This is an optimization exercise on Yosys and OpenROAD, whose aim is small area, a short achievable clock period and few clock cycles, not a production implementation. At most, simulation tests tie the RTL to the original design; equivalence was not proved. Only the layout flow was run in run 1; the RTL was not checked for function there. No activity file was given, so power comes from the tool's default toggle rates.

===== config.mk =====
export PLATFORM = sky130hd
export DESIGN_NAME = adder
export DESIGN_NICKNAME = adder
export VERILOG_FILES = /design/flow/design.v
export SDC_FILE = /design/flow/constraint.sdc
export NUM_CORES = 4
export LEC_CHECK = 0
export ABC_AREA = 1
export CAP_MARGIN = 20
export CORE_MARGIN = 2
export CORE_UTILIZATION = 40
export CTS_BUF_LIST = sky130_fd_sc_hd__clkbuf_4 sky130_fd_sc_hd__clkbuf_8
export SETUP_SLACK_MARGIN = 0.75
export SLEW_MARGIN = 20

===== constraint.sdc =====
create_clock -name core_clock -period 4.0 [get_ports {clk}]
set_input_delay 0.8000 -clock core_clock [delete_from_list [all_inputs] [get_ports {clk}]]
set_output_delay 0.8000 -clock core_clock [all_outputs]
set_load 0.01 [all_outputs]

===== design.v =====
module adder(
    input clk,
    input reset,
    input [31:0] a,
    input [31:0] b,
    input available,
    input [4:0] exception_f,
    output [31:0] sum,
    output done
    );
    wire [7:0] ae = a[30:23];
    wire [7:0] be = b[30:23];
    wire [7:0] eg = ae & ~be;
    wire [7:0] ek = ae | ~be;
    wire eg0 = eg[1] | ((ek[1] & ae[0]) & ~be[0]);
    wire ep0 = ek[1] & ek[0];
    wire eg1 = eg[2] | ((ek[2] & ae[1]) & ~be[1]);
    wire ep1 = ek[2] & ek[1];
    wire eg2 = eg[3] | ((ek[3] & ae[2]) & ~be[2]);
    wire ep2 = ek[3] & ek[2];
    wire eg3 = eg[4] | ((ek[4] & ae[3]) & ~be[3]);
    wire ep3 = ek[4] & ek[3];
    wire eg4 = eg[5] | ((ek[5] & ae[4]) & ~be[4]);
    wire ep4 = ek[5] & ek[4];
    wire eg5 = eg[6] | ((ek[6] & ae[5]) & ~be[5]);
    wire ep5 = ek[6] & ek[5];
    wire eg6 = eg[7] | ((ek[7] & ae[6]) & ~be[6]);
    wire ep6 = ek[7] & ek[6];
    wire eg7 = eg1 | ((ep1 & ae[0]) & ~be[0]);
    wire ep7 = ep1 & ek[0];
    wire eg8 = eg2 | (ep2 & eg0);
    wire ep8 = ep2 & ep0;
    wire eg9 = eg3 | (ep3 & eg1);
    wire ep9 = ep3 & ep1;
    wire eg10 = eg4 | (ep4 & eg2);
    wire ep10 = ep4 & ep2;
    wire eg11 = eg5 | (ep5 & eg3);
    wire ep11 = ep5 & ep3;
    wire eg12 = eg6 | (ep6 & eg4);
    wire ep12 = ep6 & ep4;
    wire eg13 = eg9 | ((ep9 & ae[0]) & ~be[0]);
    wire ep13 = ep9 & ek[0];
    wire eg14 = eg10 | (ep10 & eg0);
    wire ep14 = ep10 & ep0;
    wire eg15 = eg11 | (ep11 & eg7);
    wire ep15 = ep11 & ep7;
    wire eg16 = eg12 | (ep12 & eg8);
    wire ep16 = ep12 & ep8;
    wire co = eg16;
    wire [7:0] d;
    assign d[0] = ae[0] ^ be[0];
    wire dx1 = co ? ~(eg[0] | ek[0]) : eg[0];
    assign d[1] = ae[1] ^ (be[1] ^ dx1);
    wire dx2 = co ? ~(eg0 | ep0) : eg0;
    assign d[2] = ae[2] ^ (be[2] ^ dx2);
    wire dx3 = co ? ~(eg7 | ep7) : eg7;
    assign d[3] = ae[3] ^ (be[3] ^ dx3);
    wire dx4 = co ? ~(eg8 | ep8) : eg8;
    assign d[4] = ae[4] ^ (be[4] ^ dx4);
    wire dx5 = co ? ~(eg13 | ep13) : eg13;
    assign d[5] = ae[5] ^ (be[5] ^ dx5);
    wire dx6 = co ? ~(eg14 | ep14) : eg14;
    assign d[6] = ae[6] ^ (be[6] ^ dx6);
    wire dx7 = co ? ~(eg15 | ep15) : eg15;
    assign d[7] = ae[7] ^ (be[7] ^ dx7);
    wire swap = ~co;
    wire [22:0] ma = swap ? b[22:0] : a[22:0];
    wire [22:0] mb = swap ? a[22:0] : b[22:0];
    wire big = (|d[7:5]) | (d[4] & d[3]) | (d[4] & d[2] & d[1] & d[0]);
    wire [23:0] x0 = {1'b1, mb};
    wire [1:0] s0;
    assign s0[0] = ~d[0];
    assign s0[1] = d[0];
    wire [23:0] x1;
    assign x1[0] = (s0[0] & x0[0]) | (s0[1] & x0[1]);
    assign x1[1] = (s0[0] & x0[1]) | (s0[1] & x0[2]);
    assign x1[2] = (s0[0] & x0[2]) | (s0[1] & x0[3]);
    assign x1[3] = (s0[0] & x0[3]) | (s0[1] & x0[4]);
    assign x1[4] = (s0[0] & x0[4]) | (s0[1] & x0[5]);
    assign x1[5] = (s0[0] & x0[5]) | (s0[1] & x0[6]);
    assign x1[6] = (s0[0] & x0[6]) | (s0[1] & x0[7]);
    assign x1[7] = (s0[0] & x0[7]) | (s0[1] & x0[8]);
    assign x1[8] = (s0[0] & x0[8]) | (s0[1] & x0[9]);
    assign x1[9] = (s0[0] & x0[9]) | (s0[1] & x0[10]);
    assign x1[10] = (s0[0] & x0[10]) | (s0[1] & x0[11]);
    assign x1[11] = (s0[0] & x0[11]) | (s0[1] & x0[12]);
    assign x1[12] = (s0[0] & x0[12]) | (s0[1] & x0[13]);
    assign x1[13] = (s0[0] & x0[13]) | (s0[1] & x0[14]);
    assign x1[14] = (s0[0] & x0[14]) | (s0[1] & x0[15]);
    assign x1[15] = (s0[0] & x0[15]) | (s0[1] & x0[16]);
    assign x1[16] = (s0[0] & x0[16]) | (s0[1] & x0[17]);
    assign x1[17] = (s0[0] & x0[17]) | (s0[1] & x0[18]);
    assign x1[18] = (s0[0] & x0[18]) | (s0[1] & x0[19]);
    assign x1[19] = (s0[0] & x0[19]) | (s0[1] & x0[20]);
    assign x1[20] = (s0[0] & x0[20]) | (s0[1] & x0[21]);
    assign x1[21] = (s0[0] & x0[21]) | (s0[1] & x0[22]);
    assign x1[22] = (s0[0] & x0[22]) | (s0[1] & x0[23]);
    assign x1[23] = (s0[0] & x0[23]);
    wire [1:0] s1;
    assign s1[0] = ~d[1];
    assign s1[1] = d[1];
    wire [23:0] x2;
    assign x2[0] = (s1[0] & x1[0]) | (s1[1] & x1[2]);
    assign x2[1] = (s1[0] & x1[1]) | (s1[1] & x1[3]);
    assign x2[2] = (s1[0] & x1[2]) | (s1[1] & x1[4]);
    assign x2[3] = (s1[0] & x1[3]) | (s1[1] & x1[5]);
    assign x2[4] = (s1[0] & x1[4]) | (s1[1] & x1[6]);
    assign x2[5] = (s1[0] & x1[5]) | (s1[1] & x1[7]);
    assign x2[6] = (s1[0] & x1[6]) | (s1[1] & x1[8]);
    assign x2[7] = (s1[0] & x1[7]) | (s1[1] & x1[9]);
    assign x2[8] = (s1[0] & x1[8]) | (s1[1] & x1[10]);
    assign x2[9] = (s1[0] & x1[9]) | (s1[1] & x1[11]);
    assign x2[10] = (s1[0] & x1[10]) | (s1[1] & x1[12]);
    assign x2[11] = (s1[0] & x1[11]) | (s1[1] & x1[13]);
    assign x2[12] = (s1[0] & x1[12]) | (s1[1] & x1[14]);
    assign x2[13] = (s1[0] & x1[13]) | (s1[1] & x1[15]);
    assign x2[14] = (s1[0] & x1[14]) | (s1[1] & x1[16]);
    assign x2[15] = (s1[0] & x1[15]) | (s1[1] & x1[17]);
    assign x2[16] = (s1[0] & x1[16]) | (s1[1] & x1[18]);
    assign x2[17] = (s1[0] & x1[17]) | (s1[1] & x1[19]);
    assign x2[18] = (s1[0] & x1[18]) | (s1[1] & x1[20]);
    assign x2[19] = (s1[0] & x1[19]) | (s1[1] & x1[21]);
    assign x2[20] = (s1[0] & x1[20]) | (s1[1] & x1[22]);
    assign x2[21] = (s1[0] & x1[21]) | (s1[1] & x1[23]);
    assign x2[22] = (s1[0] & x1[22]);
    assign x2[23] = (s1[0] & x1[23]);
    wire [1:0] s2;
    assign s2[0] = ~d[2];
    assign s2[1] = d[2];
    wire [23:0] x3;
    assign x3[0] = (s2[0] & x2[0]) | (s2[1] & x2[4]);
    assign x3[1] = (s2[0] & x2[1]) | (s2[1] & x2[5]);
    assign x3[2] = (s2[0] & x2[2]) | (s2[1] & x2[6]);
    assign x3[3] = (s2[0] & x2[3]) | (s2[1] & x2[7]);
    assign x3[4] = (s2[0] & x2[4]) | (s2[1] & x2[8]);
    assign x3[5] = (s2[0] & x2[5]) | (s2[1] & x2[9]);
    assign x3[6] = (s2[0] & x2[6]) | (s2[1] & x2[10]);
    assign x3[7] = (s2[0] & x2[7]) | (s2[1] & x2[11]);
    assign x3[8] = (s2[0] & x2[8]) | (s2[1] & x2[12]);
    assign x3[9] = (s2[0] & x2[9]) | (s2[1] & x2[13]);
    assign x3[10] = (s2[0] & x2[10]) | (s2[1] & x2[14]);
    assign x3[11] = (s2[0] & x2[11]) | (s2[1] & x2[15]);
    assign x3[12] = (s2[0] & x2[12]) | (s2[1] & x2[16]);
    assign x3[13] = (s2[0] & x2[13]) | (s2[1] & x2[17]);
    assign x3[14] = (s2[0] & x2[14]) | (s2[1] & x2[18]);
    assign x3[15] = (s2[0] & x2[15]) | (s2[1] & x2[19]);
    assign x3[16] = (s2[0] & x2[16]) | (s2[1] & x2[20]);
    assign x3[17] = (s2[0] & x2[17]) | (s2[1] & x2[21]);
    assign x3[18] = (s2[0] & x2[18]) | (s2[1] & x2[22]);
    assign x3[19] = (s2[0] & x2[19]) | (s2[1] & x2[23]);
    assign x3[20] = (s2[0] & x2[20]);
    assign x3[21] = (s2[0] & x2[21]);
    assign x3[22] = (s2[0] & x2[22]);
    assign x3[23] = (s2[0] & x2[23]);
    wire [3:0] s3;
    assign s3[0] = ~big & ~d[3] & ~d[4];
    assign s3[1] = ~big & d[3] & ~d[4];
    assign s3[2] = ~big & ~d[3] & d[4];
    assign s3[3] = ~big & d[3] & d[4];
    wire [23:0] sh;
    assign sh[0] = (s3[0] & x3[0]) | (s3[1] & x3[8]) | (s3[2] & x3[16]);
    assign sh[1] = (s3[0] & x3[1]) | (s3[1] & x3[9]) | (s3[2] & x3[17]);
    assign sh[2] = (s3[0] & x3[2]) | (s3[1] & x3[10]) | (s3[2] & x3[18]);
    assign sh[3] = (s3[0] & x3[3]) | (s3[1] & x3[11]) | (s3[2] & x3[19]);
    assign sh[4] = (s3[0] & x3[4]) | (s3[1] & x3[12]) | (s3[2] & x3[20]);
    assign sh[5] = (s3[0] & x3[5]) | (s3[1] & x3[13]) | (s3[2] & x3[21]);
    assign sh[6] = (s3[0] & x3[6]) | (s3[1] & x3[14]) | (s3[2] & x3[22]);
    assign sh[7] = (s3[0] & x3[7]) | (s3[1] & x3[15]) | (s3[2] & x3[23]);
    assign sh[8] = (s3[0] & x3[8]) | (s3[1] & x3[16]);
    assign sh[9] = (s3[0] & x3[9]) | (s3[1] & x3[17]);
    assign sh[10] = (s3[0] & x3[10]) | (s3[1] & x3[18]);
    assign sh[11] = (s3[0] & x3[11]) | (s3[1] & x3[19]);
    assign sh[12] = (s3[0] & x3[12]) | (s3[1] & x3[20]);
    assign sh[13] = (s3[0] & x3[13]) | (s3[1] & x3[21]);
    assign sh[14] = (s3[0] & x3[14]) | (s3[1] & x3[22]);
    assign sh[15] = (s3[0] & x3[15]) | (s3[1] & x3[23]);
    assign sh[16] = (s3[0] & x3[16]);
    assign sh[17] = (s3[0] & x3[17]);
    assign sh[18] = (s3[0] & x3[18]);
    assign sh[19] = (s3[0] & x3[19]);
    assign sh[20] = (s3[0] & x3[20]);
    assign sh[21] = (s3[0] & x3[21]);
    assign sh[22] = (s3[0] & x3[22]);
    assign sh[23] = (s3[0] & x3[23]);
    reg swap_r;
    reg [23:0] sh_r;    
    reg [22:0] p;
    reg [22:0] g;
    always @(posedge clk) begin
       swap_r <= swap;
       p <= ma ^ sh[22:0];
       g <= ma & sh[22:0];
       sh_r[23] <= sh[23];
    end
    wire [7:0] ea = swap_r ? be : ae;
    wire z = sh_r[23];
    wire mg17 = g[1] | (p[1] & g[0]);
    wire mg18 = g[3] | (p[3] & g[2]);
    wire mp18 = p[3] & p[2];
    wire mg19 = g[5] | (p[5] & g[4]);
    wire mp19 = p[5] & p[4];
    wire mg20 = g[7] | (p[7] & g[6]);
    wire mp20 = p[7] & p[6];
    wire mg21 = g[9] | (p[9] & g[8]);
    wire mp21 = p[9] & p[8];
    wire mg22 = g[11] | (p[11] & g[10]);
    wire mp22 = p[11] & p[10];
    wire mg23 = g[13] | (p[13] & g[12]);
    wire mp23 = p[13] & p[12];
    wire mg24 = g[15] | (p[15] & g[14]);
    wire mp24 = p[15] & p[14];
    wire mg25 = g[17] | (p[17] & g[16]);
    wire mp25 = p[17] & p[16];
    wire mg26 = g[19] | (p[19] & g[18]);
    wire mp26 = p[19] & p[18];
    wire mg27 = g[21] | (p[21] & g[20]);
    wire mp27 = p[21] & p[20];
    wire mg28 = mg18 | (mp18 & mg17);
    wire mg29 = mg20 | (mp20 & mg19);
    wire mp29 = mp20 & mp19;
    wire mg30 = mg22 | (mp22 & mg21);
    wire mp30 = mp22 & mp21;
    wire mg31 = mg24 | (mp24 & mg23);
    wire mp31 = mp24 & mp23;
    wire mg32 = mg26 | (mp26 & mg25);
    wire mp32 = mp26 & mp25;
    wire mg33 = mg29 | (mp29 & mg28);
    wire mg34 = mg31 | (mp31 & mg30);
    wire mp34 = mp31 & mp30;
    wire mg35 = mg34 | (mp34 & mg33);
    wire mg36 = mg30 | (mp30 & mg33);
    wire mg37 = mg32 | (mp32 & mg35);
    wire mg38 = mg19 | (mp19 & mg28);
    wire mg39 = mg21 | (mp21 & mg33);
    wire mg40 = mg23 | (mp23 & mg36);
    wire mg41 = mg25 | (mp25 & mg35);
    wire mg42 = mg27 | (mp27 & mg37);
    wire mg43 = g[2] | (p[2] & mg17);
    wire mg44 = g[4] | (p[4] & mg28);
    wire mg45 = g[6] | (p[6] & mg38);
    wire mg46 = g[8] | (p[8] & mg33);
    wire mg47 = g[10] | (p[10] & mg39);
    wire mg48 = g[12] | (p[12] & mg36);
    wire mg49 = g[14] | (p[14] & mg40);
    wire mg50 = g[16] | (p[16] & mg35);
    wire mg51 = g[18] | (p[18] & mg41);
    wire mg52 = g[20] | (p[20] & mg37);
    wire mg53 = g[22] | (p[22] & mg42);
    wire [23:0] t;
    assign t[0] = p[0];
    assign t[1] = p[1] ^ g[0];
    assign t[2] = p[2] ^ mg17;
    assign t[3] = p[3] ^ mg43;
    assign t[4] = p[4] ^ mg28;
    assign t[5] = p[5] ^ mg44;
    assign t[6] = p[6] ^ mg38;
    assign t[7] = p[7] ^ mg45;
    assign t[8] = p[8] ^ mg33;
    assign t[9] = p[9] ^ mg46;
    assign t[10] = p[10] ^ mg39;
    assign t[11] = p[11] ^ mg47;
    assign t[12] = p[12] ^ mg36;
    assign t[13] = p[13] ^ mg48;
    assign t[14] = p[14] ^ mg40;
    assign t[15] = p[15] ^ mg49;
    assign t[16] = p[16] ^ mg35;
    assign t[17] = p[17] ^ mg50;
    assign t[18] = p[18] ^ mg41;
    assign t[19] = p[19] ^ mg51;
    assign t[20] = p[20] ^ mg37;
    assign t[21] = p[21] ^ mg52;
    assign t[22] = p[22] ^ mg42;
    assign t[23] = mg53;
    wire c = t[23];
    wire norm = z | c;
    assign sum = norm ? {a[31], ea + 8'd1, z & c, t[22:1]} : {a[31], ea, t[22:0]};
    reg done_reg;
    always @(posedge clk or posedge reset) begin
       if (reset) done_reg <= 1'b0;
       else done_reg <= available;
    end
    assign done = done_reg;
endmodule

===== flow/run.sh =====
#!/bin/bash
# Standard layout, with the I/O port buffers made from a plain buffer cell
# instead of the delay cell the resizer picks by default.
export BUFFER_PORTS_ARGS="-buffer_cell sky130_fd_sc_hd__buf_1"
bash standard.sh > standard.log 2>&1

===== standard.sh =====
#!/bin/bash
# synth_recipe.tcl (not shown) runs the flow's synth.tcl, then flattens the netlist and writes it again
# the make line also repeats each setting of config.mk as NAME=value (left out here)
make -C /OpenROAD-flow-scripts/flow DESIGN_CONFIG=/design/flow/config.mk WORK_HOME=/design/flow/orfs CLKGATE_MAP_FILE= SYNTH_SCRIPT=/design/flow/synth_recipe.tcl "${@:-finish}"

==> results.cfg, run 1 <==
[detailed_routing]
wl_per_cell_um = 12.1
vias_per_cell = 4.82
dr_wl_met3_um = 636
drt_iter0_drc = 288
num_vias = 5370
wl_um = 13500
dr.pass1.iters = 4
wl_met2_um = 6130
ant_nets = 0
drc = 0
routed.top_layer = met4
met1_length_um = 6590

[placed_design]
post-place-ws_ps = 267
io_buffer_count = 96
hpwl_um = 10400
placed_cell_area_um2 = 5430
place_congestion = 0.891

[finish]
syn2layout_area_growth_pct = 22.5
drive_gt1_frac = 0.202
final_cell_area_um2 = 6120
reg.largest.list = g (23), p (23)
nets = 1057
post-route-util = 0.505
diodes = 0

[logic_synthesis]
synthAdderAreaFrac = 0.0977
synth_edf_count = 0
synth.most_common_cell = nand2_1
avgSynthCellArea_um2 = 5.98
synth_xor_area_frac = 0.0298
yosys.area_share.simple = 0.497
synthArstFlopShare = 0.0204
syn_area_um2 = 5000
synth_common_cells = nand2_1 (332), nand3_1 (123), inv_1 (70)
synth_mux_area_frac = 0
synth-seq-cells = 49
synth_top_area_cell = nand2_1
synth_compound_area_frac = 0.0721
yosysTopAreaCellShare = 0.249
synth_area_leaders = nand2_1 (25%), dfxtp_1 (19%), nand3_1 (12%)
syn_inst = 836
seq_area_frac_synth = 0.197
synth_warnings = 1
synthesis.nets = 947
synth_top_family_by_area = simple AND/OR/NAND/NOR gates
synthFlopType = dfxtp_1
synth_cell_types = 37

[outcome]
outcome = complete, no violations

[clock_network]
cts-root-buf = clkbuf_8
clock-sinks = 49
cts_tree = yes
ctsHoldBuffers = 0
path_clk_slew_ps = 90
clockBufferDepth = 2
htree_num_levels = 2
cts_made_buffers = 5

[global_routing]
grt_pass1_vias = 4627
grt_max_degree = 33
grt_pass1_wl_um = 21400
overflow = 0
grt_usage = 0.195
antenna_found_initial = 0

[worst_hold_path]
min_path_type = in2async

[setup_path]
crit_path_end_kind = output pin
slowest_stage = dfxtp_2
required_ps = 3200
cp_data_arrival_time_ps = 3020
crit_fanout = 3
cp_slowest_stage_delay_ps = 350
crit_type = reg2out
startpoint_type = flop
cpMostUsedCell = nand2_1

[floorplanning]
die_area_um2 = 13400
initial_utilization = 0.413
core_region_area_um2 = 12100
die-height_um = 116
io_pins = 105
num_rows = 40
die_x_um = 116

[sta]
drv_slew = 0
tns_ps = 0
finalHoldViolations = 0
holdWs_ps = 288
setup_ws_ps = 179
setup_viol = 0
min_period_ps = 3820
fmax_ghz = 0.262
worst_slew_pin_slew_ps = 676
finalCritPeriodShare = 0.955
rsz0062_at_grt = true
relSlewSlack = 0.545

[run]
maxCapViolations = 0

[pwr]
power.density_nw_per_um2 = 335
leakagePower_nw = 3.30
vdd_ir_drop_max_mv = 0.130
[power breakdown]
part	switching, mW	leakage [nW]	internal [mW]	total, mW
registers	0.0482	0.408	0.552	0.600
clock network	0.154	0.0588	0.194	0.349
logic	0.695	2.83	0.405	1.10
[placed cells by master, fill, tap and decap left out, types with 11 or more instances in the layout]
master / n
nand2_1: 305
nand3_1: 121
inv_1: 66
buf_1: 65
dfxtp_1: 46
nor2_1: 39
ha_1: 37
nand2_2: 35
buf_2: 31
buf_4: 28
o21ai_0: 18
o21ai_1: 17
nand3_2: 16
a21oi_1: 14
inv_2: 11
[worst max-delay path, delay by kind of cell (launching register included)]
family          cells  cell delay (ps)
compound gates      2              260
simple gates       18             1350
buf+inv             4              320
fa+ha+maj           2              310
flops               1              350
xor+xnor            1              130
[metal layers]
metal  track usage  vias up
met4        0.0357        0
met2         0.309      120
met3        0.0162        8
met5             0        -
met1         0.293     2350
li1              -     2892
[logic make-up after synthesis]
logic type	after synthesis
adder cells (fa/ha/maj)	39
AND/OR/NAND/NOR	548
AO/OA/AOI/OAI	65
buffers and inverters	118
flip-flops	49
XOR/XNOR	17
[final cells by class]
cell class,count,area [µm²]
fill,1342,5990
multi-input combinational,669,3670
sequential,49,988
timing repair buffer,138,812
inverter,83,327
tap,168,210
clock buffer,6,76.3
clock inverter,2,38.8
[what timing repair did]
action                                  4_1_cts  5_1_grt
resized for setup                            58       69
pin swaps                                    16       22
endpoints found under the setup margin       33       73
gates cloned                                  0        3
setup buffers                                15       13
[path summary, 6_finish.rpt]
kind | start | end | slack, ps | cells after the start
max | g[0] | sum[28] | 180 | 27
min | reset | done_reg | 290 | 2
max in group asynchronous | reset | done_reg | 3620 | 2
min in group core_clock | available | done_reg | 590 | 1
[per-stage QoR]
step	cells	power (mW)
final	1115	2.05
after global routing	1115	2.23
after CTS	1099	1.98
after detailed placement	1076	1.58
after global placement	1076	1.57
after floorplan	836	1.34
==> run 2: changes to the inputs <==
--- a/design.v
+++ b/design.v
@@ -215,62 +215,84 @@
     wire mp26 = p[19] & p[18];
     wire mg27 = g[21] | (p[21] & g[20]);
     wire mp27 = p[21] & p[20];
-    wire mg28 = mg18 | (mp18 & mg17);
-    wire mg29 = mg20 | (mp20 & mg19);
-    wire mp29 = mp20 & mp19;
-    wire mg30 = mg22 | (mp22 & mg21);
-    wire mp30 = mp22 & mp21;
-    wire mg31 = mg24 | (mp24 & mg23);
-    wire mp31 = mp24 & mp23;
-    wire mg32 = mg26 | (mp26 & mg25);
-    wire mp32 = mp26 & mp25;
-    wire mg33 = mg29 | (mp29 & mg28);
-    wire mg34 = mg31 | (mp31 & mg30);
-    wire mp34 = mp31 & mp30;
-    wire mg35 = mg34 | (mp34 & mg33);
-    wire mg36 = mg30 | (mp30 & mg33);
-    wire mg37 = mg32 | (mp32 & mg35);
-    wire mg38 = mg19 | (mp19 & mg28);
-    wire mg39 = mg21 | (mp21 & mg33);
-    wire mg40 = mg23 | (mp23 & mg36);
-    wire mg41 = mg25 | (mp25 & mg35);
-    wire mg42 = mg27 | (mp27 & mg37);
-    wire mg43 = g[2] | (p[2] & mg17);
-    wire mg44 = g[4] | (p[4] & mg28);
-    wire mg45 = g[6] | (p[6] & mg38);
-    wire mg46 = g[8] | (p[8] & mg33);
-    wire mg47 = g[10] | (p[10] & mg39);
-    wire mg48 = g[12] | (p[12] & mg36);
-    wire mg49 = g[14] | (p[14] & mg40);
-    wire mg50 = g[16] | (p[16] & mg35);
-    wire mg51 = g[18] | (p[18] & mg41);
-    wire mg52 = g[20] | (p[20] & mg37);
-    wire mg53 = g[22] | (p[22] & mg42);
+    wire mg28 = g[2] | (p[2] & mg17);
+    wire mg29 = mg18 | (mp18 & mg17);
+    wire mg30 = g[6] | (p[6] & mg19);
+    wire mp30 = p[6] & mp19;
+    wire mg31 = mg20 | (mp20 & mg19);
+    wire mp31 = mp20 & mp19;
+    wire mg32 = g[10] | (p[10] & mg21);
+    wire mp32 = p[10] & mp21;
+    wire mg33 = mg22 | (mp22 & mg21);
+    wire mp33 = mp22 & mp21;
+    wire mg34 = g[14] | (p[14] & mg23);
+    wire mp34 = p[14] & mp23;
+    wire mg35 = mg24 | (mp24 & mg23);
+    wire mp35 = mp24 & mp23;
+    wire mg36 = g[18] | (p[18] & mg25);
+    wire mp36 = p[18] & mp25;
+    wire mg37 = mg26 | (mp26 & mg25);
+    wire mp37 = mp26 & mp25;
+    wire mg38 = g[22] | (p[22] & mg27);
+    wire mp38 = p[22] & mp27;
+    wire mg39 = g[4] | (p[4] & mg29);
+    wire mg40 = mg19 | (mp19 & mg29);
+    wire mg41 = mg30 | (mp30 & mg29);
+    wire mg42 = mg31 | (mp31 & mg29);
+    wire mg43 = g[12] | (p[12] & mg33);
+    wire mp43 = p[12] & mp33;
+    wire mg44 = mg23 | (mp23 & mg33);
+    wire mp44 = mp23 & mp33;
+    wire mg45 = mg34 | (mp34 & mg33);
+    wire mp45 = mp34 & mp33;
+    wire mg46 = mg35 | (mp35 & mg33);
+    wire mp46 = mp35 & mp33;
+    wire mg47 = g[20] | (p[20] & mg37);
+    wire mp47 = p[20] & mp37;
+    wire mg48 = mg27 | (mp27 & mg37);
+    wire mp48 = mp27 & mp37;
+    wire mg49 = mg38 | (mp38 & mg37);
+    wire mp49 = mp38 & mp37;
+    wire mg50 = g[8] | (p[8] & mg42);
+    wire mg51 = mg21 | (mp21 & mg42);
+    wire mg52 = mg32 | (mp32 & mg42);
+    wire mg53 = mg33 | (mp33 & mg42);
+    wire mg54 = mg43 | (mp43 & mg42);
+    wire mg55 = mg44 | (mp44 & mg42);
+    wire mg56 = mg45 | (mp45 & mg42);
+    wire mg57 = mg46 | (mp46 & mg42);
+    wire mg58 = g[16] | (p[16] & mg57);
+    wire mg59 = mg25 | (mp25 & mg57);
+    wire mg60 = mg36 | (mp36 & mg57);
+    wire mg61 = mg37 | (mp37 & mg57);
+    wire mg62 = mg47 | (mp47 & mg57);
+    wire mg63 = mg48 | (mp48 & mg57);
+    wire mg64 = mg49 | (mp49 & mg57);
     wire [23:0] t;
     assign t[0] = p[0];
     assign t[1] = p[1] ^ g[0];
     assign t[2] = p[2] ^ mg17;
-    assign t[3] = p[3] ^ mg43;
-    assign t[4] = p[4] ^ mg28;
-    assign t[5] = p[5] ^ mg44;
-    assign t[6] = p[6] ^ mg38;
-    assign t[7] = p[7] ^ mg45;
-    assign t[8] = p[8] ^ mg33;
-    assign t[9] = p[9] ^ mg46;
-    assign t[10] = p[10] ^ mg39;
-    assign t[11] = p[11] ^ mg47;
-    assign t[12] = p[12] ^ mg36;
-    assign t[13] = p[13] ^ mg48;
-    assign t[14] = p[14] ^ mg40;
-    assign t[15] = p[15] ^ mg49;
-    assign t[16] = p[16] ^ mg35;
-    assign t[17] = p[17] ^ mg50;
-    assign t[18] = p[18] ^ mg41;
-    assign t[19] = p[19] ^ mg51;
-    assign t[20] = p[20] ^ mg37;
-    assign t[21] = p[21] ^ mg52;
-    assign t[22] = p[22] ^ mg42;
-    assign t[23] = mg53;
+    assign t[3] = p[3] ^ mg28;
+    assign t[4] = p[4] ^ mg29;
+    assign t[5] = p[5] ^ mg39;
+    assign t[6] = p[6] ^ mg40;
+    assign t[7] = p[7] ^ mg41;
+    assign t[8] = p[8] ^ mg42;
+    assign t[9] = p[9] ^ mg50;
+    assign t[10] = p[10] ^ mg51;
+    assign t[11] = p[11] ^ mg52;
+    assign t[12] = p[12] ^ mg53;
+    assign t[13] = p[13] ^ mg54;
+    assign t[14] = p[14] ^ mg55;
+    assign t[15] = p[15] ^ mg56;
+    assign t[16] = p[16] ^ mg57;
+    assign t[17] = p[17] ^ mg58;
+    assign t[18] = p[18] ^ mg59;
+    assign t[19] = p[19] ^ mg60;
+    assign t[20] = p[20] ^ mg61;
+    assign t[21] = p[21] ^ mg62;
+    assign t[22] = p[22] ^ mg63;
+    assign t[23] = mg64;
     wire c = t[23];
     wire norm = z | c;
     assign sum = norm ? {a[31], ea + 8'd1, z & c, t[22:1]} : {a[31], ea, t[22:0]};
--- a/config.mk
+++ b/config.mk
@@ -10,5 +10,5 @@
 export CORE_MARGIN = 2
 export CORE_UTILIZATION = 40
 export CTS_BUF_LIST = sky130_fd_sc_hd__clkbuf_4 sky130_fd_sc_hd__clkbuf_8
-export SETUP_SLACK_MARGIN = 0.75
+export SETUP_SLACK_MARGIN = 0.65
 export SLEW_MARGIN = 20
==> run 2 against run 1 <==
Net effect: core utilization fell by 3.4 points; critical path depth fell by 11; largest power group unchanged; sequential power rose by 3.8%; count of clock-buffer cells in the layout fell by 1; critical endpoint is now sum[26].
==> results.cfg, run 2 <==
[outcome]
outcome = complete, no violations

[floorplanning]
die_area_um2 = 13600
num_rows = 41
core_region_area_um2 = 12500
initial_utilization = 0.405
die-height_um = 117
io_pins = 105
die_x_um = 117

[placed_design]
hpwl_um = 10800
place_congestion = 0.867
io_buffer_count = 96
placed_cell_area_um2 = 5470
post-place-ws_ps = 484

[logic_synthesis]
synth_edf_count = 0
synthesis.nets = 969
synth_top_area_cell = nand2_1
synth_common_cells = nand2_1 (347), nand3_1 (166), inv_1 (52)
seq_area_frac_synth = 0.194
synth_warnings = 1
synth.most_common_cell = nand2_1
synth-seq-cells = 49
yosysTopAreaCellShare = 0.257
avgSynthCellArea_um2 = 5.86
synth_area_leaders = nand2_1 (26%), dfxtp_1 (19%), nand3_1 (16%)
synthFlopType = dfxtp_1
syn_inst = 865
synthArstFlopShare = 0.0204
syn_area_um2 = 5070
synth_cell_types = 42

[sta]
holdWs_ps = 295
min_period_ps = 3220
drv_slew = 0
finalCritPeriodShare = 0.806
tns_ps = 0
relSlewSlack = 0.534
setup_viol = 0
fmax_ghz = 0.310
setup_ws_ps = 778
rsz0062_at_grt = false
finalHoldViolations = 0
worst_slew_pin_slew_ps = 692

[finish]
final_common_cell = nand2_1
diodes = 0
nets = 1058
syn2layout_area_growth_pct = 16.4
final_cell_mix = nand2_1 (345), nand3_1 (164), buf_1 (84)
drive_gt1_frac = 0.113
final_cell_area_um2 = 5910
reg.largest.list = g (23), p (23)

[run]
maxCapViolations = 0

[global_routing]
antenna_found_initial = 0
overflow = 0
grt_max_degree = 48
grt_usage = 0.199
grt_pass1_wl_um = 22300
grt_pass1_vias = 4569

[worst_hold_path]
min_path_type = in2async

[detailed_routing]
drt_iter0_drc = 331
dr.pass1.iters = 5
drc = 0
dr_wl_met3_um = 637
wl_met2_um = 5440
wl_per_cell_um = 12.2
routed.top_layer = met4
num_vias = 5455
wl_um = 13800
ant_nets = 0
met1_length_um = 7650
vias_per_cell = 4.84

[setup_path]
crit_chain = ha_1, or2_1, nand3_2, nand2_2, nand3_2, nand2_2, nand3_2, nand2_4, nand2_4, nand2_8, nand2_4, nand3b_4, buf_12, clkbuf_16, o21ai_1, buf_1
cp_data_arrival_time_ps = 2420
required_ps = 3200
slowest_stage = dfxtp_2
crit_path_end_kind = output pin
crit_fanout = 8
crit_buf_inv = 3
crit_type = reg2out
startpoint_type = flop
cpLargestDelayFamily = simple AND/OR/NAND/NOR gates
cp_slowest_stage_delay_ps = 330

[clock_network]
cts_made_buffers = 5
cts-root-buf = clkbuf_8
clock-sinks = 49
htree_num_levels = 2
cts_tree = yes
path_clk_slew_ps = 90
clockBufferDepth = 2

[pwr]
power.density_nw_per_um2 = 361
leakagePower_nw = 3.14
vdd_ir_drop_max_mv = 0.185
run 2: cell types whose count changed in the layout (fill, tap and decap cells not counted), moves of 13 or more:
cell	delta
buf_4	-13
nand2_2	-21
buf_2	-26
nand2_1	+40
nand3_1	+43
inv_1	-14
buf_1	+19
run 2: metal layers:
layer  GRT usage  vias to the layer above
met2       0.283                      135
met3      0.0166                        4
met1       0.329                     2355
met5           0                        -
li1            -                     2961
met4      0.0267                        0
run 2: power by group:
group          internal [mW]  switching, mW  total (mW)
combinational          0.386          0.712        1.10
clock                  0.252          0.161       0.413
sequential             0.559         0.0641       0.623
total                   1.20          0.937        2.13
run 2: cell type report:
| cell class | count | area (µm²) |
|---|---|---|
| repair buffers | 118 | 643 |
| inverters | 70 | 278 |
| multi-input cells | 709 | 3640 |
| clock buffers | 5 | 68.8 |
| clock inverters | 3 | 68.8 |
| repair inverters | 1 | 8.76 |
| flip-flops and latches | 49 | 987 |
| fillers | 1413 | 6610 |
| well taps | 172 | 215 |
run 2: repair_timing:
action / in CTS / in global routing
resized for setup: 2 / 41
setup buffers: 2 / 8
hold buffers: 0 / 0
gates cloned: 0 / 4
pin swaps: 0 / 6
setup endpoints to repair: 24 / 58
run 2: worst max path at each step:
stage	startpoint	end	slack, ps	cells past startpoint
2_1_floorplan	p[1]	sum[10]	1300	14
3_3_place_gp	a[23]	p[8]	520	19
3_5_place_dp	a[23]	p[8]	480	19
4_1_cts	p[1]	sum[16]	690	16
5_1_grt	p[1]	sum[29]	620	18
6_report	p[1]	sum[26]	780	16
run 2: logic make-up after synthesis:
group / count (synthesis) / share of synthesized area
compound gates: 66 / 0.0715
simple gates: 593 / 0.522
fa+ha+maj: 32 / 0.0789
buf+inv: 107 / 0.102
xor+xnor: 18 / 0.0311
flops: 49 / 0.194
run 2: stage by stage:
stage                     total power [mW]  utilization  instances
final                                 2.13        0.472       1127
after global routing                  2.33        0.472       1127
after CTS                             2.09        0.450       1115
after detailed placement              1.67        0.437       1105
after global placement                1.66        0.437       1105
after floorplan                       1.40            -        865
Testbench counts of run 2, summed over its fixed seeds: cycles 6,392.
==> run 3: changes to the inputs <==
--- a/config.mk
+++ b/config.mk
@@ -10,5 +10,5 @@
 export CORE_MARGIN = 2
 export CORE_UTILIZATION = 40
 export CTS_BUF_LIST = sky130_fd_sc_hd__clkbuf_4 sky130_fd_sc_hd__clkbuf_8
-export SETUP_SLACK_MARGIN = 0.65
+export SETUP_SLACK_MARGIN = 0.85
 export SLEW_MARGIN = 20
==> run 3 against run 2 <==
Net effect: sequential power about the same; via count increased by 0.22%; core utilization increased by 0.83 points; synthesized area unchanged; setup slack improved by 76 ps; die area unchanged; power increased by 2.1%; clock power about the same; global-route usage increased by 0.53 points; count of clock-buffer cells in the layout unchanged; routed wire length about the same; combinational power increased by 4%.
==> results.cfg, run 3 <==
[logic_synthesis]
synthArstFlopShare = 0.0204
synth_xor_area_frac = 0.0311
synthesis.nets = 969
synth-seq-cells = 49
syn_inst = 865
avgSynthCellArea_um2 = 5.86
synth_compound_area_frac = 0.0715
synth_edf_count = 0
synthAdderAreaFrac = 0.0789
synthFlopType = dfxtp_1
synth_cell_types = 42
synth_common_cells = nand2_1 (347), nand3_1 (166), inv_1 (52)
synth_warnings = 1
synth.most_common_cell = nand2_1
syn_area_um2 = 5070
synth_top_family_by_area = simple AND/OR/NAND/NOR gates
synth_top_area_cell = nand2_1
synth_area_leaders = nand2_1 (26%), dfxtp_1 (19%), nand3_1 (16%)
yosys.area_share.simple = 0.522
yosysTopAreaCellShare = 0.257
seq_area_frac_synth = 0.194
synth_mux_area_frac = 0

[sta]
finalHoldViolations = 0
min_period_ps = 3150
tns_ps = 0
setup_viol = 0
fmax_ghz = 0.318
finalCritPeriodShare = 0.786
drv_slew = 0
setup_ws_ps = 854
rsz0062_at_grt = true
relSlewSlack = 0.475
worst_slew_pin_slew_ps = 779
holdWs_ps = 293

[global_routing]
grt_pass1_vias = 4657
grt_usage = 0.205
grt_pass1_wl_um = 22800
antenna_found_initial = 0
grt_max_degree = 48
overflow = 0

[setup_path]
crit_path_end_kind = output pin
crit_type = reg2out
cp_data_arrival_time_ps = 2350
crit_fanout = 7
required_ps = 3200
startpoint_type = flop

[run]
maxCapViolations = 0

[finish]
reg.largest.list = g (23), p (23)
final_common_cell = nand2_1
syn2layout_area_growth_pct = 18.5
diodes = 0
final_cell_mix = nand2_1 (339), nand3_1 (163), buf_1 (66)
fillers = 1416
drive_gt1_frac = 0.151
final_cells = 1131
nets = 1062

[floorplanning]
io_pins = 105
die-height_um = 117
die_area_um2 = 13600
num_rows = 41
initial_utilization = 0.405
core_region_area_um2 = 12500
die_x_um = 117

[detailed_routing]
dr.pass1.iters = 5
vias_per_cell = 4.83
drt_iter0_drc = 294
ant_nets = 0
wl_um = 13800
wl_per_cell_um = 12.2
drc = 0
num_vias = 5467

[pwr]
power.density_nw_per_um2 = 363
leakagePower_nw = 3.22
vdd_ir_drop_max_mv = 0.186

[placed_design]
hpwl_um = 10800
numPlacedInstances = 1105
place_congestion = 0.867
post-place-ws_ps = 484
io_buffer_count = 96

[clock_network]
htree_num_levels = 2
cts_tree = yes
clockBufferDepth = 2
ctsHoldBuffers = 0
cts_made_buffers = 5
path_clk_slew_ps = 90
clock-sinks = 49
cts-root-buf = clkbuf_8

[worst_hold_path]
min_path_type = in2async

[outcome]
outcome = complete, no violations
==> run 3: timing repair <==
item                       in CTS  in global routing
setup endpoints to repair      38                 70
pin swaps                       9                  7
cloned                          3                  0
resized for setup              43                 39
buffers inserted               10                  5
==> run 3: per-stage QoR <==
step	area, µm²	util	total power [mW]
after global placement	5470	0.437	1.66
after floorplan	5070	-	1.40
after CTS	5850	0.467	2.14
after global routing	6010	0.480	2.38
final	6010	0.480	2.18
after detailed placement	5470	0.437	1.67
==> run 3: cell type report <==
| type | count | area [µm²] | area share |
|---|---|---|---|
| multi-input cells | 709 | 3680 | 0.613 |
| repair buffers | 122 | 699 | 0.116 |
| well taps | 172 | 215 | 0.0358 |
| inverters | 70 | 277 | 0.0460 |
| clock buffers | 5 | 68.8 | 0.0115 |
| clock inverters | 3 | 68.8 | 0.0115 |
| flip-flops and latches | 49 | 988 | 0.164 |
| repair inverters | 1 | 8.76 | 0.00146 |
==> run 3: critical path: stages, from the launching register on <==
cell and delay [ps]:
dfxtp_2 330, ha_2 150, or2_4 230, nand3_2 70, nand2_2 70, nand3_2 70, nand2_2 60, nand3_2 80
nand2_4 60, nand2_2 60, nand2_2 70, nand2_2 110, nand3b_4 120, buf_12 170, buf_16 140, nand3b_1 80
nand2_1 60, buf_2 130
==> run 3: layer usage <==
| layer | wire length (µm) | up-vias | track usage |
|---|---|---|---|
| li1 | - | 2973 | - |
| met1 | 7510 | 2360 | 0.334 |
| met2 | 5540 | 132 | 0.297 |
| met3 | 710 | 2 | 0.0156 |
| met4 | 41 | 0 | 0.0267 |
| met5 | 0 | - | 0 |
==> run 3: report_power, final <==
group | internal, mW | switching [mW]
sequential | 0.559 | 0.0651
combinational | 0.419 | 0.721
clock | 0.252 | 0.162
total | 1.23 | 0.949
==> run 3: cell families after synthesis <==
kind of cell             after synthesis
adder cells (fa/ha/maj)               32
flip-flops                            49
buffers and inverters                107
AND/OR/NAND/NOR                      593
AO/OA/AOI/OAI                         66
XOR/XNOR                              18
==> run 3: path summary, 6_finish.rpt <==
path / start / end / slack, ps / cells after the start
worst max-delay path: p[1] / sum[29] / 850 / 17
worst min-delay path: reset / done_reg / 290 / 2
max in group asynchronous: reset / done_reg / 3620 / 2
min in group core_clock: available / done_reg / 600 / 1
==> run 4: changes to the inputs <==
--- a/config.mk
+++ b/config.mk
@@ -10,5 +10,5 @@
 export CORE_MARGIN = 2
 export CORE_UTILIZATION = 40
 export CTS_BUF_LIST = sky130_fd_sc_hd__clkbuf_4 sky130_fd_sc_hd__clkbuf_8
-export SETUP_SLACK_MARGIN = 0.85
+export SETUP_SLACK_MARGIN = 0.75
 export SLEW_MARGIN = 20
==> run 4 against run 3 <==
Net effect: via count fell by 0.60%; hold slack better by 1.7 ps; critical path depth stayed put; largest cell class unchanged; first-iteration DRC count rose by 16%; critical path type unchanged; combinational power hardly changed; count of clock-buffer cells in the layout unchanged.
==> results.cfg, run 4 <==
[sta]
rsz0062_at_grt = true
min_period_ps = 3130
holdWs_ps = 295
drv_slew = 0
finalCritPeriodShare = 0.782
fmax_ghz = 0.320
setup_viol = 0
setup_ws_ps = 870
worst_slew_pin_slew_ps = 704
finalHoldViolations = 0
relSlewSlack = 0.526
tns_ps = 0

[logic_synthesis]
syn_inst = 865
avgSynthCellArea_um2 = 5.86
synthesis.nets = 969
synth_common_cells = nand2_1 (347), nand3_1 (166), inv_1 (52)
synth_top_area_cell = nand2_1
synth_area_leaders = nand2_1 (26%), dfxtp_1 (19%), nand3_1 (16%)
syn_area_um2 = 5070
yosysTopAreaCellShare = 0.257
synth_warnings = 1
synth_edf_count = 0
synth_cell_types = 42
synthFlopType = dfxtp_1
synth-seq-cells = 49
seq_area_frac_synth = 0.194
synthArstFlopShare = 0.0204
synth.most_common_cell = nand2_1

[floorplanning]
die-height_um = 117
num_rows = 41
initial_utilization = 0.405
io_pins = 105
die_area_um2 = 13600
die_x_um = 117
core_region_area_um2 = 12500

[finish]
final_common_cell = nand2_1
nets = 1060
final_cell_mix = nand2_1 (343), nand3_1 (164), buf_1 (77)
final_cells = 1129
syn2layout_area_growth_pct = 17.0
reg.largest.list = g (23), p (23)
drive_gt1_frac = 0.130
post-route-util = 0.474
diodes = 0
final_cell_area_um2 = 5940

[pwr]
leakagePower_nw = 3.14
vdd_ir_drop_max_mv = 0.186
power_mw = 2.15
power.density_nw_per_um2 = 362

[clock_network]
clockBufferDepth = 2
clock-sinks = 49
htree_num_levels = 2
cts_tree = yes
cts-root-buf = clkbuf_8
ctsHoldBuffers = 0
cts_made_buffers = 5
path_clk_slew_ps = 90

[setup_path]
crit_path_end_kind = output pin
cp_data_arrival_time_ps = 2330
crit_type = reg2out
startpoint_type = flop
crit_end = sum[29]
required_ps = 3200
crit_fanout = 7
critPathLaunch = p[1]

[detailed_routing]
ant_nets = 0
wl_um = 14000
vias_per_cell = 4.81
num_vias = 5434
drt_iter0_drc = 342
dr.pass1.iters = 5
wl_per_cell_um = 12.4
drc = 0

[run]
maxCapViolations = 0

[global_routing]
antenna_found_initial = 0
overflow = 0
grt_usage = 0.203
grt_pass1_wl_um = 22600
grt_max_degree = 48
grt_pass1_vias = 4607

[worst_hold_path]
min_path_type = in2async

[placed_design]
post-place-ws_ps = 484
placed_cell_area_um2 = 5470
hpwl_um = 10800
io_buffer_count = 96
numPlacedInstances = 1105
place_congestion = 0.867

[outcome]
outcome = complete, no violations
[run 4: changes by cell type in the layout (fill, tap and decap cells not counted), sizes merged]
cell	previous run	this run
buf	118	110
clkbuf	9	14
inv	70	71
[run 4: area by class of cell]
class	count	area, µm²
multi-input cells	709	3630
flip-flops and latches	49	988
clock buffers	5	68.8
clock inverters	3	68.8
fillers	1425	6580
repair inverters	2	12.5
repair buffers	119	679
inverters	70	277
well taps	172	215
[run 4: how the worst min path moves through the flow]
stage	from	to	slack [ps]	cells past startpoint
2_1_floorplan	reset	done_reg	530	1
3_3_place_gp	reset	done_reg	610	2
3_5_place_dp	reset	done_reg	610	2
4_1_cts	reset	done_reg	290	2
5_1_grt	reset	done_reg	270	2
6_report	reset	done_reg	290	2
[run 4: worst max-delay path, stage by stage (launching register included)]
cell and delay [ps]:
dfxtp_2 330, ha_2 160, or2_4 230, nand3_2 70, nand2_2 60, nand3_2 60
nand2_2 60, nand3_2 80, nand2_4 60, nand2_2 70, nand2_2 70, nand2_2 100
nand3b_4 100, clkbuf_16 190, buf_16 130, nand3b_1 70, nand2_1 60, buf_2 130
[run 4: timing repair]
action                                  in CTS  in global routing
setup buffers                                5                  5
endpoints found under the hold margin        0                  0
resized for setup                           19                 37
gates cloned                                 2                  4
endpoints found under the setup margin      24                 73
pin swaps                                    1                  5
[run 4: report_power, final]
| part | total [mW] | internal, mW | switching (mW) |
|---|---|---|---|
| combinational | 1.11 | 0.398 | 0.716 |
| sequential | 0.623 | 0.559 | 0.0638 |
| clock | 0.413 | 0.252 | 0.162 |
[run 4: cells by family after synthesis]
logic type	share of synthesized area
buffers and inverters	0.102
AND/OR/NAND/NOR	0.522
XOR/XNOR	0.0311
flip-flops	0.194
adder cells (fa/ha/maj)	0.0789
AO/OA/AOI/OAI	0.0715
[run 4: metal layers]
layer / routed length, µm / track usage / part of all wire
met4: 41 / 0.0267 / 0.0029
met1: 7640 / 0.332 / 0.55
met2: 5630 / 0.292 / 0.40
met5: 0 / 0 / 0
met3: 668 / 0.0166 / 0.048
==> run 5: changes to the inputs <==
--- a/config.mk
+++ b/config.mk
@@ -9,6 +9,8 @@
 export CAP_MARGIN = 20
 export CORE_MARGIN = 2
 export CORE_UTILIZATION = 40
-export CTS_BUF_LIST = sky130_fd_sc_hd__clkbuf_4 sky130_fd_sc_hd__clkbuf_8
+export CTS_BUF_LIST = sky130_fd_sc_hd__clkbuf_16
+export CTS_CLUSTER_DIAMETER = 500
+export CTS_CLUSTER_SIZE = 50
 export SETUP_SLACK_MARGIN = 0.75
 export SLEW_MARGIN = 20
==> run 5 against run 4 <==
Net effect: cell count unchanged; global-route usage is 0.32 points lower; core utilization is 0.28 points higher; sequential power is essentially flat; first-iteration DRC count is 1.5% higher; count of clock-buffer cells in the layout did not move; non-clock buffer count unchanged; die area stayed put; fmax fell by 0.34%; synthesized area did not move; highest routed layer unchanged.
==> results.cfg, run 5 <==
[setup_path]
cp_data_arrival_time_ps = 2340
crit_type = reg2out
crit_fanout = 8
crit_path_end_kind = output pin
required_ps = 3200
critPathLaunch = p[1]
crit_end = sum[24]
path_depth = 16
cp_slowest_stage_delay_ps = 320
crit_chain = ha_2, or2_4, nand3_2, nand2_2, nand3_2, nand2_2, nand3_2, nand2_4, nand2_4, nand2_4, nand2_4, nand3b_4, buf_12, clkbuf_16, o21ai_1, buf_1
slowest_stage = dfxtp_2
cpLargestDelayFamily = simple AND/OR/NAND/NOR gates
cpMostUsedCell = nand2_4
crit_buf_inv = 3
startpoint_type = flop

[clock_network]
path_clk_slew_ps = 70
cts_made_buffers = 5
ctsHoldBuffers = 0
clockBufferDepth = 2
cts_tree = yes
clock-sinks = 49
htree_num_levels = 2
cts-root-buf = clkbuf_16

[logic_synthesis]
synth_common_cells = nand2_1 (347), nand3_1 (166), inv_1 (52)
synth_top_family_by_area = simple AND/OR/NAND/NOR gates
synth_mux_area_frac = 0
synth-seq-cells = 49
synthesis.nets = 969
synth.most_common_cell = nand2_1
synthFlopType = dfxtp_1
yosys.area_share.simple = 0.522
synthAdderAreaFrac = 0.0789
syn_inst = 865
synth_warnings = 1
synth_top_area_cell = nand2_1
avgSynthCellArea_um2 = 5.86
yosysTopAreaCellShare = 0.257
synth_area_leaders = nand2_1 (26%), dfxtp_1 (19%), nand3_1 (16%)
seq_area_frac_synth = 0.194
synth_xor_area_frac = 0.0311
syn_area_um2 = 5070
synthArstFlopShare = 0.0204
synth_compound_area_frac = 0.0715
synth_edf_count = 0
synth_cell_types = 42

[floorplanning]
die-height_um = 117
core_region_area_um2 = 12500
initial_utilization = 0.405
die_area_um2 = 13600
io_pins = 105
num_rows = 41
die_x_um = 117

[outcome]
outcome = complete, no violations

[sta]
drv_slew = 0
min_period_ps = 3140
holdWs_ps = 313
finalHoldViolations = 0
worst_slew_pin_slew_ps = 683
fmax_ghz = 0.318
setup_viol = 0
rsz0062_at_grt = false
relSlewSlack = 0.540
tns_ps = 0
finalCritPeriodShare = 0.785

[pwr]
swShare = 0.422
leakagePower_nw = 3.17
seqPwrFrac = 0.276
p_clk_frac = 0.237
combPwrFrac = 0.488
p_sw_mw = 0.956
internal-power_mw = 1.31
vdd_ir_drop_max_mv = 0.194
power.density_nw_per_um2 = 379

[detailed_routing]
num_vias = 5487
vias_per_cell = 4.86
dr.pass1.iters = 5
drt_iter0_drc = 347
drc = 0
ant_nets = 0
wl_um = 13900
wl_per_cell_um = 12.3

[placed_design]
placed_cell_area_um2 = 5470
io_buffer_count = 96
place_congestion = 0.867
hpwl_um = 10800

[finish]
drive_gt1_frac = 0.121
syn2layout_area_growth_pct = 17.7
reg.largest.list = g (23), p (23)
nets = 1060
diodes = 0
register_area_um2 = 988
final_common_cell = nand2_1
final_cell_mix = nand2_1 (344), nand3_1 (164), buf_1 (83)
multi_input_area_um2 = 3640
post-route-util = 0.477
final_cell_area_um2 = 5970
fillers = 1406

[global_routing]
grt_pass1_wl_um = 22200
grt_pass1_vias = 4553
overflow = 0
antenna_found_initial = 0
grt_usage = 0.200
grt_max_degree = 48

[worst_hold_path]
min_path_type = in2async

[run]
maxCapViolations = 0
-- run 5: cell count changes in the layout (fill, tap and decap cells not counted), moves of 2 or more --
cell       before  now
buf_2          13    8
clkbuf_8        5    0
nand2_2        19   15
o21ai_2         4    2
nand2_4         5    8
clkbuf_16       3    7
buf_1          77   83
inv_6           1    3
inv_4           4    2
-- run 5: worst min path at each step --
| stage | startpoint | end | cells past startpoint |
|---|---|---|---|
| detailed placement | reset | done_reg | 2 |
| global placement | reset | done_reg | 2 |
| CTS | reset | done_reg | 2 |
| floorplan | reset | done_reg | 1 |
| global route | reset | done_reg | 2 |
| finish | reset | done_reg | 2 |
-- run 5: per-stage QoR --
step,setup slack (ps),power (mW),cells
5_1_grt,717,2.46,1129
3_5_place_dp,484,1.67,1105
2_1_floorplan,1300,1.40,865
4_1_cts,769,2.22,1117
3_3_place_gp,518,1.66,1105
6_report,860,2.27,1129
-- run 5: final cells by class --
class / instances / area share
Timing Repair Buffer: 119 / 0.107
Inverter: 70 / 0.0471
Clock buffer: 5 / 0.0210
Timing Repair inverter: 2 / 0.00293
Multi-Input combinational cell: 709 / 0.609
Clock inverter: 3 / 0.0115
Sequential cell: 49 / 0.166
Tap cell: 172 / 0.0360
-- run 5: kinds of logic after synthesis --
group	Yosys count
buf+inv	107
simple gates	593
fa+ha+maj	32
flops	49
compound gates	66
xor+xnor	18
-- run 5: layer usage --
| layer | routed length (µm) | global-route usage |
|---|---|---|
| met1 | 7680 | 0.329 |
| met4 | 53 | 0.0290 |
| met3 | 587 | 0.0166 |
| met2 | 5530 | 0.283 |
| met5 | 0 | 0 |
-- run 5: timing repair --
item	CTS	global route
pin swaps	0	5
buffers inserted	4	8
cloned	0	4
setup endpoints to repair	24	75
gates resized for setup	8	42
-- run 5: power by group through the flow --
stage | sequential [mW] | combinational (mW) | clock (mW)
final | 0.625 | 1.10 | 0.536
after global routing | 0.634 | 1.27 | 0.564
after global placement | 0.629 | 1.04 | 0
after floorplan | 0.611 | 0.792 | 0
after detailed placement | 0.630 | 1.04 | 0
after CTS | 0.619 | 1.05 | 0.546
==> run 6: changes to the inputs <==
==> flow/run.sh (replaced) <==
#!/bin/bash
# Standard layout with two changes:
#  - the I/O port buffers are a plain buffer cell instead of the delay cell
#    the resizer picks by default;
#  - clock tree synthesis adds no dummy loads.
export BUFFER_PORTS_ARGS="-buffer_cell sky130_fd_sc_hd__buf_1"
export CTS_ARGS="-sink_clustering_enable -repair_clock_nets -dont_use_dummy_load -buf_list {sky130_fd_sc_hd__clkbuf_4 sky130_fd_sc_hd__clkbuf_8}"
bash standard.sh > standard.log 2>&1
--- a/config.mk
+++ b/config.mk
@@ -9,8 +9,6 @@
 export CAP_MARGIN = 20
 export CORE_MARGIN = 2
 export CORE_UTILIZATION = 40
-export CTS_BUF_LIST = sky130_fd_sc_hd__clkbuf_16
-export CTS_CLUSTER_DIAMETER = 500
-export CTS_CLUSTER_SIZE = 50
+export CTS_BUF_LIST = sky130_fd_sc_hd__clkbuf_4 sky130_fd_sc_hd__clkbuf_8
 export SETUP_SLACK_MARGIN = 0.75
 export SLEW_MARGIN = 20
==> run 6 against run 5 <==
Net effect: clock power is 53% lower; sequential share of layout area is 0.45 points higher; core utilization is 1.2 points lower; power is 12% lower; design area is 2.6% lower; sequential cell count stayed put; synthesized cell count stayed put; fmax is 0.17% higher; sequential power hardly changed; hold slack worse by 24 ps; count of clock-buffer cells in the layout stayed put; critical path type unchanged; largest cell class unchanged; highest routed layer unchanged.
==> results.cfg, run 6 <==
[outcome]
outcome = complete, no violations

[global_routing]
grt_pass1_vias = 4599
antenna_found_initial = 0
overflow = 0
grt_max_degree = 48
grt_usage = 0.203
grt_pass1_wl_um = 22600

[finish]
final_cells = 1126
final_common_cell = nand2_1
reg.largest.list = g (23), p (23)
post-route-util = 0.465
drive_gt1_frac = 0.130
syn2layout_area_growth_pct = 14.7
nets = 1060
diodes = 0
final_cell_mix = nand2_1 (343), nand3_1 (164), buf_1 (74)

[setup_path]
crit_path_end_kind = output pin
slowest_stage = dfxtp_2
crit_fanout = 5
crit_type = reg2out
startpoint_type = flop
required_ps = 3200
cp_data_arrival_time_ps = 2330
crit_chain = ha_2, or2_4, nand3_2, nand2_2, nand3_2, nand2_2, nand3_2, nand2_4, nand2_4, nand2_4, nand2_4, nand3b_4, buf_6, buf_4, nand2_1, nand2_1, buf_2
cpMostUsedCell = nand2_4
cp_slowest_stage_delay_ps = 320

[floorplanning]
io_pins = 105
initial_utilization = 0.405
die_x_um = 117
die_area_um2 = 13600
die-height_um = 117
num_rows = 41
core_region_area_um2 = 12500

[pwr]
leakagePower_nw = 3.13
power.density_nw_per_um2 = 342
vdd_ir_drop_max_mv = 0.160

[sta]
min_period_ps = 3130
setup_ws_ps = 865
worst_slew_pin_slew_ps = 698
finalCritPeriodShare = 0.784
drv_slew = 0
rsz0062_at_grt = false
finalHoldViolations = 0
tns_ps = 0
fmax_ghz = 0.319
relSlewSlack = 0.530
setup_viol = 0

[logic_synthesis]
seq_area_frac_synth = 0.194
syn_inst = 865
synth_top_area_cell = nand2_1
synth-seq-cells = 49
avgSynthCellArea_um2 = 5.86
syn_area_um2 = 5070
synth_edf_count = 0
synth_common_cells = nand2_1 (347), nand3_1 (166), inv_1 (52)
synth.most_common_cell = nand2_1
synth_warnings = 1
yosysTopAreaCellShare = 0.257
synthFlopType = dfxtp_1
synth_cell_types = 42
synth_area_leaders = nand2_1 (26%), dfxtp_1 (19%), nand3_1 (16%)
synthesis.nets = 969
synthArstFlopShare = 0.0204

[detailed_routing]
vias_per_cell = 4.82
ant_nets = 0
drt_iter0_drc = 343
wl_per_cell_um = 12.1
num_vias = 5425
dr.pass1.iters = 5
wl_um = 13600
drc = 0

[worst_hold_path]
min_path_type = in2async

[run]
maxCapViolations = 0

[clock_network]
ctsHoldBuffers = 0
clock-sinks = 49
htree_num_levels = 2
cts-root-buf = clkbuf_8
cts_tree = yes
cts_made_buffers = 5
clockBufferDepth = 2
path_clk_slew_ps = 90

[placed_design]
numPlacedInstances = 1105
io_buffer_count = 96
place_congestion = 0.867
post-place-ws_ps = 484
hpwl_um = 10800
## run 6: per-stage QoR
stage	power [mW]	hold slack, ps	instance area (µm²)
floorplan	1.40	529	5070
global placement	1.66	607	5470
detailed placement	1.67	614	5470
CTS	1.94	286	5640
global route	2.19	272	5820
finish	1.99	289	5820
## run 6: power by group
| part | internal (mW) | total [mW] | switching (mW) | leakage (nW) |
|---|---|---|---|---|
| Combinational | 0.397 | 1.11 | 0.711 | 2.69 |
| Clock | 0.113 | 0.254 | 0.141 | 0.0359 |
| Sequential | 0.560 | 0.625 | 0.0657 | 0.408 |
| Total | 1.07 | 1.99 | 0.918 | 3.13 |
## run 6: cells by family (layout without fill, tap and decap cells)
| logic type | Yosys count | count (layout) | share of synthesized area |
|---|---|---|---|
| xor+xnor | 18 | 18 | 0.0311 |
| buf+inv | 107 | 196 | 0.102 |
| fa+ha+maj | 32 | 32 | 0.0789 |
| flops | 49 | 49 | 0.194 |
| compound gates | 66 | 66 | 0.0715 |
| simple gates | 593 | 593 | 0.522 |
## run 6: layout make-up
type                       count  area [µm²]
fill                        1422        6700
multi-input combinational    709        3640
sequential                    49         988
timing repair buffer         119         601
inverter                      70         274
tap                          172         215
clock buffer                   5        68.8
timing repair inverter         2        25.0
## run 6: layer usage
layer	GRT usage	share of wire
met1	0.331	0.55
met5	0	0
met4	0.0267	0.0054
met2	0.293	0.40
met3	0.0166	0.045
## run 6: repair_timing
action	in CTS	in global routing
gates resized for setup	13	55
gates cloned	2	0
pin swaps	0	6
endpoints found under the setup margin	24	74
buffers inserted	7	7
## run 6: worst paths after layout
kind / slack (ps) / startpoint / cells past startpoint / endpoint
worst max-delay path: 870 / p[1] / 17 / sum[30]
min in group core_clock: 590 / available / 1 / done_reg
max in group asynchronous: 3620 / reset / 2 / done_reg
worst min-delay path: 290 / reset / 2 / done_reg
## run 6: worst max-delay path: cells and delay by family, from the launching register on
family                     cells  cell delay (ps)
adders and majority gates      1              160
buffers and inverters          3              420
DFF                            1              320
and+or+nand+nor               13             1120
==> run 7: changes to the inputs <==
==> config.mk (replaced) <==
export PLATFORM = sky130hd
export DESIGN_NAME = adder
export DESIGN_NICKNAME = adder
export VERILOG_FILES = /design/flow/design.v
export SDC_FILE = /design/flow/constraint.sdc
export NUM_CORES = 4
export LEC_CHECK = 0
export ABC_AREA = 1
export CAP_MARGIN = 0
export CORE_MARGIN = 2
export CORE_UTILIZATION = 40
export SETUP_SLACK_MARGIN = 0.75
export SLEW_MARGIN = 0
==> run 7 against run 6 <==
Net effect: global-route usage is the same; power stayed put; first-iteration DRC count did not move; synthesized cell count unchanged; critical path depth unchanged; synthesized area is the same; routed wire length is the same; largest power group unchanged; highest routed layer unchanged.
==> results.cfg, run 7 <==
[sta]
worst_slew_pin_slew_ps = 698
finalCritPeriodShare = 0.784
setup_ws_ps = 865
holdWs_ps = 289
drv_slew = 0
rsz0062_at_grt = false
fmax_ghz = 0.319
setup_viol = 0
finalHoldViolations = 0
min_period_ps = 3130
tns_ps = 0
relSlewSlack = 0.530

[setup_path]
startpoint_type = flop
slowest_stage = dfxtp_2
cp_slowest_stage_delay_ps = 320
crit_path_end_kind = output pin
cpMostUsedCell = nand2_4
cpLargestDelayFamily = simple AND/OR/NAND/NOR gates
crit_chain = ha_2, or2_4, nand3_2, nand2_2, nand3_2, nand2_2, nand3_2, nand2_4, nand2_4, nand2_4, nand2_4, nand3b_4, buf_6, buf_4, nand2_1, nand2_1, buf_2
required_ps = 3200
crit_fanout = 5
crit_type = reg2out
cp_data_arrival_time_ps = 2330
crit_buf_inv = 3

[detailed_routing]
wl_um = 13600
num_vias = 5425
vias_per_cell = 4.82
drt_iter0_drc = 343
wl_per_cell_um = 12.1
ant_nets = 0
dr.pass1.iters = 5
drc = 0

[clock_network]
clock-sinks = 49
cts_made_buffers = 5
clockBufferDepth = 2
path_clk_slew_ps = 90
cts_tree = yes
ctsHoldBuffers = 0
htree_num_levels = 2
cts-root-buf = clkbuf_8

[logic_synthesis]
synth.most_common_cell = nand2_1
synth-seq-cells = 49
synthFlopType = dfxtp_1
synthesis.nets = 969
synth_edf_count = 0
seq_area_frac_synth = 0.194
synth_top_area_cell = nand2_1
synth_cell_types = 42
syn_area_um2 = 5070
synthArstFlopShare = 0.0204
avgSynthCellArea_um2 = 5.86
synth_common_cells = nand2_1 (347), nand3_1 (166), inv_1 (52)
syn_inst = 865
synth_area_leaders = nand2_1 (26%), dfxtp_1 (19%), nand3_1 (16%)
synth_warnings = 1
yosysTopAreaCellShare = 0.257

[floorplanning]
io_pins = 105
num_rows = 41
die_area_um2 = 13600
die-height_um = 117
die_x_um = 117
core_region_area_um2 = 12500
initial_utilization = 0.405

[finish]
drive_gt1_frac = 0.130
final_cell_mix = nand2_1 (343), nand3_1 (164), buf_1 (74)
final_cell_area_um2 = 5820
nets = 1060
diodes = 0
syn2layout_area_growth_pct = 14.7
post-route-util = 0.465
final_common_cell = nand2_1
reg.largest.list = g (23), p (23)

[placed_design]
place_congestion = 0.867
placed_cell_area_um2 = 5470
io_buffer_count = 96
hpwl_um = 10800
post-place-ws_ps = 484

[pwr]
vdd_ir_drop_max_mv = 0.160
power.density_nw_per_um2 = 342
leakagePower_nw = 3.13

[outcome]
outcome = complete, no violations

[run]
maxCapViolations = 0

[global_routing]
grt_usage = 0.203
antenna_found_initial = 0
overflow = 0
grt_pass1_vias = 4599
grt_pass1_wl_um = 22600
grt_max_degree = 48

[worst_hold_path]
min_path_type = in2async
[run 7: power by group]
group	total [mW]	leakage, nW	internal (mW)	switching [mW]
sequential	0.625	0.408	0.560	0.0657
combinational	1.11	2.69	0.397	0.711
clock	0.254	0.0359	0.113	0.141
total	1.99	3.13	1.07	0.918
[run 7: through the flow]
step	power [mW]	instances
floorplan	1.40	865
global placement	1.66	1105
detailed placement	1.67	1105
CTS	1.94	1119
global route	2.19	1126
finish	1.99	1126
[run 7: layout make-up]
type                            count  area, µm²
Sequential cell                    49        988
Tap cell                          172        215
Clock buffer                        5       68.8
Multi-Input combinational cell    709       3640
Timing Repair Buffer              119        601
Fill cell                        1422       6700
Timing Repair inverter              2       25.0
Inverter                           70        274
[run 7: final timing paths]
path	slack (ps)	from	endpoint	depth (start not counted)
max	870	p[1]	sum[30]	17
min	290	reset	done_reg	2
max in group asynchronous	3620	reset	done_reg	2
min in group core_clock	590	available	done_reg	1
[run 7: cell families (layout without fill, tap and decap cells)]
logic type / count (synthesis) / in the layout / synth area share
xor+xnor: 18 / 18 / 0.0311
flops: 49 / 49 / 0.194
fa+ha+maj: 32 / 32 / 0.0789
simple gates: 593 / 593 / 0.522
buf+inv: 107 / 196 / 0.102
compound gates: 66 / 66 / 0.0715
[run 7: per-layer routing]
metal	vias up	global-route usage	wire [µm]
met4	0	0.0267	74
li1	2965	-	-
met5	-	0	0
met2	131	0.293	5390
met3	5	0.0166	612
met1	2324	0.331	7540
[run 7: repair_timing]
action	CTS	global route
setup endpoints to repair	24	74
hold endpoints to repair	0	0
pin swaps	0	6
cloned	2	0
buffers inserted	7	7
resized for setup	13	55

## afterwards: timing with drivers on the ports
No port has a modelled driver above. Below, the same layouts with a new extraction and two added sets of constraints. Step 1 sets driving cells, clkbuf_16 on the clock port and buf_2 on the other inputs (assumed; they add their load-dependent delay and slew). Step 2 also shifts input and output timing later by t, the mid clock arrival at the registers, as if the neighbouring blocks saw the same clock. Three values: no drivers, after step 1, after step 2; two values: the first two.
| run | t, ns | setup slack, ns | worst setup path after step 2 | clock arrival spread, ns | worst register clock-pin slew, ns |
|---|---|---|---|---|---|
| run 1 | 0.323 | 0.179 / 0.147 / 0.470 | register to output | 0.009 / 0.009 | 0.09 / 0.09 |
| run 2 | 0.319 | 0.778 / 0.748 / 0.614 | input to register | 0.009 / 0.009 | 0.09 / 0.09 |
| run 3 | 0.319 | 0.854 / 0.824 / 0.811 | input to register | 0.010 / 0.010 | 0.09 / 0.09 |
| run 4 | 0.320 | 0.870 / 0.840 / 0.711 | input to register | 0.011 / 0.011 | 0.09 / 0.09 |
| run 5 | 0.314 | 0.860 / 0.825 / 0.747 | input to register | 0.006 / 0.006 | 0.07 / 0.07 |
| run 6 | 0.319 | 0.865 / 0.836 / 0.707 | input to register | 0.017 / 0.016 | 0.09 / 0.09 |
| run 7 | 0.319 | 0.865 / 0.836 / 0.707 | input to register | 0.017 / 0.016 | 0.09 / 0.09 |
After both steps setup and hold are still met in every run listed. The setup slack of run 2, which loses most, moves by -0.030 ns with the drivers and by -0.164 ns with both steps.
